Background: an optimization exercise with open tools, aiming at small area. Do not read the settings as production practice.
The RTL was checked by simulation tests, not by an equivalence proof against the original design.

## run A
// fpgaDriver
module fpgaDriver(clk, rst, led0, led1, led2, led3, led4, led5, led6, led7, led8, led9,
	switch0, switch1, switch2, switch8, switch9,
	button0, button1, button2, button3,
	hex0, hex1, hex2, hex3, hex4, hex5
);
clock: 25.0 ns
lec_check: 0
cap_margin: 20
core_margin: 2
core_utilization: 40
slew_margin: 20
standard.sh (not shown) runs the stock make flow with config.mk's settings and CLKGATE_MAP_FILE= SYNTH_SCRIPT=/design/flow/synth_recipe.tcl, a recipe that flattens the netlist after the stock synthesis.
==> flow/flow/run.sh <==
#!/bin/bash
# Layout flow: the standard flow with
#  * synthesis unchanged except that adders are left to ABC (no ADDER_MAP_FILE)
#    and ABC runs an area script (flow/abc_area.script)
#  * port buffers of the smallest buffer (buf_1)
#  * CTS without dummy loads
set -euo pipefail
W=$(pwd)
sed "s#^source \$::env(SCRIPTS_DIR)/synth_preamble.tcl#&\nset abc_args [list -script $W/flow/abc_area.script {*}\$lib_args {*}\$lib_dont_use_args -constr \$::env(OBJECTS_DIR)/abc.constr]#" \
  "$FLOW_HOME/scripts/synth.tcl" > my_synth.tcl
sed "s#\$::env(SCRIPTS_DIR)/synth.tcl#$W/my_synth.tcl#" synth_recipe.tcl > my_synth_recipe.tcl
sed "s#SYNTH_SCRIPT=[^ ]*#SYNTH_SCRIPT=$W/my_synth_recipe.tcl#" standard.sh > my_standard.sh
grep -q my_synth_recipe.tcl my_standard.sh
export ADDER_MAP_FILE=
export BUFFER_PORTS_ARGS="-buffer_cell sky130_fd_sc_hd__buf_1"
export CTS_ARGS="-sink_clustering_enable -repair_clock_nets -dont_use_dummy_load"
bash my_standard.sh > flow_make.log 2>&1
==> flow/flow/abc_area.script <==
strash
&get -n
&st
&deepsyn -T 120
&dch -f
&nf -R 1000
&put
--- input diff run A..run B ---
-- flow/flow/run.sh --
<<< run A, line 16
export CTS_ARGS="-sink_clustering_enable -repair_clock_nets -dont_use_dummy_load"
>>> run B, line 16
export CTS_ARGS="-sink_clustering_enable -sink_clustering_size 40 -sink_clustering_max_diameter 300 -buf_list sky130_fd_sc_hd__clkbuf_8 -dont_use_dummy_load"
Taking run A as the reference, in run B clock transition time at the flip-flop clock pins of the worst setup and hold paths rose by 20 ps, overall fraction of global-route tracks in use stayed essentially flat, fraction of area in registers rose by 0.61 points.

---

fpgaDriver, a different RTL version from the one above (not shown whole).
For scale: roughly 590 cells after synthesis, about 71 flip-flops, roughly 63 I/O pins, about 0.0044 sq mm of cells after synthesis.
export LEC_CHECK = 0
export CAP_MARGIN = 0
export CORE_MARGIN = 2
export CORE_UTILIZATION = 40
export SLEW_MARGIN = 0
create_clock -name core_clock -period 25.0 [get_ports {clk}]
==> flow/flow/run.sh <==
#!/bin/bash
# Layout flow: the standard flow with
#  * synthesis unchanged except for technology mapping: adders are left to ABC
#    (no ADDER_MAP_FILE), and ABC runs several area scripts (deepsyn with 8 seeds) (flow/abc_*.script)
#    in parallel, keeping the mapping with the least cell area (flow/abc_multi.sh)
#  * port buffers of the smallest buffer (buf_1)
#  * CTS with clkbuf_8 and without dummy loads
set -euo pipefail
W=$(pwd)
sed -e "s#^  log_cmd abc {\*}\$abc_args#  write_rtlil $W/pre_abc.il\n  exec bash $W/flow/abc_multi.sh $W/flow $W/pre_abc.il $W/post_abc.il {*}[lrange \$abc_args 2 end] >@ stdout 2>@ stderr\n  design -reset\n  read_rtlil $W/post_abc.il\n  hierarchy -top \$::env(DESIGN_NAME)#" \
  "$FLOW_HOME/scripts/synth.tcl" > my_synth.tcl
grep -q abc_multi my_synth.tcl
sed "s#\$::env(SCRIPTS_DIR)/synth.tcl#$W/my_synth.tcl#" synth_recipe.tcl > my_synth_recipe.tcl
sed "s#SYNTH_SCRIPT=[^ ]*#SYNTH_SCRIPT=$W/my_synth_recipe.tcl#" standard.sh > my_standard.sh
grep -q my_synth_recipe.tcl my_standard.sh
export ADDER_MAP_FILE=
export BUFFER_PORTS_ARGS="-buffer_cell sky130_fd_sc_hd__buf_1"
export CTS_ARGS="-sink_clustering_enable -buf_list sky130_fd_sc_hd__clkbuf_8 -dont_use_dummy_load"
bash my_standard.sh > flow_make.log 2>&1
==> flow/flow/abc_4.script <==
strash
&get -n
&st
&deepsyn -T 90 -S 4
&dch -f
&nf -R 1000
&put
==> flow/flow/abc_5.script <==
strash
&get -n
&st
&deepsyn -T 90 -S 5
&dch -f
&nf -R 1000
&put
==> flow/flow/abc_6.script <==
strash
&get -n
&st
&deepsyn -T 90 -S 6
&dch -f
&nf -R 1000
&put
==> flow/flow/abc_7.script <==
strash
&get -n
&st
&deepsyn -T 90 -S 7
&dch -f
&nf -R 1000
&put
==> flow/flow/abc_8.script <==
strash
&get -n
&st
&deepsyn -T 90 -S 8
&dch -f
&nf -R 1000
&put
==> flow/flow/abc_multi.sh <==
#!/bin/bash
# abc_multi.sh DIR PRE.il OUT.il ABC_ARGS... : runs ABC with each DIR/abc_*.script on the
# design in PRE.il in parallel, and writes the mapped design with the least cell area to OUT.il
set -uo pipefail
D=$1; PRE=$2; OUT=$3; shift 3
LIB=""
for ((i = 1; i <= $#; i++)); do if [[ ${!i} == -liberty ]]; then j=$((i + 1)); LIB=${!j}; fi; done
T=$(dirname "$OUT")/abc_multi; mkdir -p "$T"
run_one() {
  local s=$1; shift
  local n; n=$(basename "$s" .script)
  "${YOSYS_EXE:-yosys}" -p "read_rtlil $PRE; abc -script $s $*; tee -o $T/$n.stat stat -liberty $LIB; write_rtlil $T/$n.il" > "$T/$n.log" 2>&1
}
export -f run_one
export PRE T LIB YOSYS_EXE
ls "$D"/abc_*.script | xargs -P "${NUM_CORES:-4}" -I{} bash -c 'run_one "$@"' _ {} "$@"
best=""; bestA=""
for s in "$D"/abc_*.script; do
  n=$(basename "$s" .script)
  a=$(grep "Chip area" "$T/$n.stat" 2>/dev/null | awk '{print $NF}')
  echo "abc_multi: $n area ${a:-failed}"
  [[ -n "$a" && -f "$T/$n.il" ]] || continue
  if [[ -z "$best" ]] || awk "BEGIN{exit !($a < $bestA)}"; then best=$n; bestA=$a; fi
done
[[ -n "$best" ]] || { echo "abc_multi: every ABC run failed"; exit 1; }
echo "abc_multi: best $best area $bestA"
cp "$T/$best.il" "$OUT"
Other scripts of this flow, unchanged in this note and not shown: flow/flow/abc_1.script, flow/flow/abc_2.script, flow/flow/abc_3.script
==> next run, changes <==
--- a/flow/flow/run.sh
+++ b/flow/flow/run.sh
@@ -4 +4 @@
-#    (no ADDER_MAP_FILE), and ABC runs several area scripts (deepsyn with 8 seeds) (flow/abc_*.script)
+#    (no ADDER_MAP_FILE), and ABC runs several area scripts (flow/abc_*.script)
==> flow/flow/abc_4.script (replaced) <==
strash
&get -n
&st
&syn2
&dch -f
&nf -R 1000
&put
strash
&get -n
&st
&dch -f
&nf -R 1000
&put
--- a/flow/flow/abc_multi.sh
+++ b/flow/flow/abc_multi.sh
@@ -9,8 +9,5 @@
-run_one() {
-  local s=$1; shift
-  local n; n=$(basename "$s" .script)
-  "${YOSYS_EXE:-yosys}" -p "read_rtlil $PRE; abc -script $s $*; tee -o $T/$n.stat stat -liberty $LIB; write_rtlil $T/$n.il" > "$T/$n.log" 2>&1
-}
-export -f run_one
-export PRE T LIB YOSYS_EXE
-ls "$D"/abc_*.script | xargs -P "${NUM_CORES:-4}" -I{} bash -c 'run_one "$@"' _ {} "$@"
+for s in "$D"/abc_*.script; do
+  n=$(basename "$s" .script)
+  ( "${YOSYS_EXE:-yosys}" -p "read_rtlil $PRE; abc -script $s $*; tee -o $T/$n.stat stat -liberty $LIB; write_rtlil $T/$n.il" > "$T/$n.log" 2>&1 ) &
+done
+wait
removed: flow/flow/abc_5.script
removed: flow/flow/abc_6.script
removed: flow/flow/abc_7.script
removed: flow/flow/abc_8.script
Outcome: Synthesized cell count does not change. Die area went up by 0.35%. Wire length went down by 2.6%. Register-to-register slack gets worse by 0.34 ns. Final cell count went up by 0.50%. Critical path depth went down by 1. Hold slack gets better by 0.0093 ns. Synthesized area went up by 0.37%. Worst setup slack gets better by 0.0052 ns. Via count went down by 0.51%.

-- static timing again, ports no longer ideal --
The results above use ideal ports. As a check the final layouts listed here were re-extracted and re-timed, cells and wires unchanged. Step 1 assumes that a clkbuf_16 drives the clock port and a buf_2 every other input. Step 2, shift: input delay + t, output delay - t, t = (earliest + latest rising clock arrival at the registers) / 2. This alone moves slack from input paths to output paths. Three values: ideal, step 1, step 2; two values: the first two.
run	t (ns)	setup WS [ns]	worst setup path after step 2	latest minus earliest clock arrival (ns)
run A	0.373	12.574 / 12.550 / 12.550	input to output	0.014 / 0.015
run B	0.396	12.569 / 12.545 / 12.545	input to output	0.019 / 0.020
the first run of note 2	0.391	12.533 / 12.509 / 12.509	input to output	0.016 / 0.017
the second run of note 2	0.382	12.538 / 12.517 / 12.217	input to register	0.023 / 0.023
After both steps setup and hold are still met in every run listed. The setup slack of the second run of note 2, which loses most, moves by -0.021 ns with the drivers and by -0.321 ns with both steps.
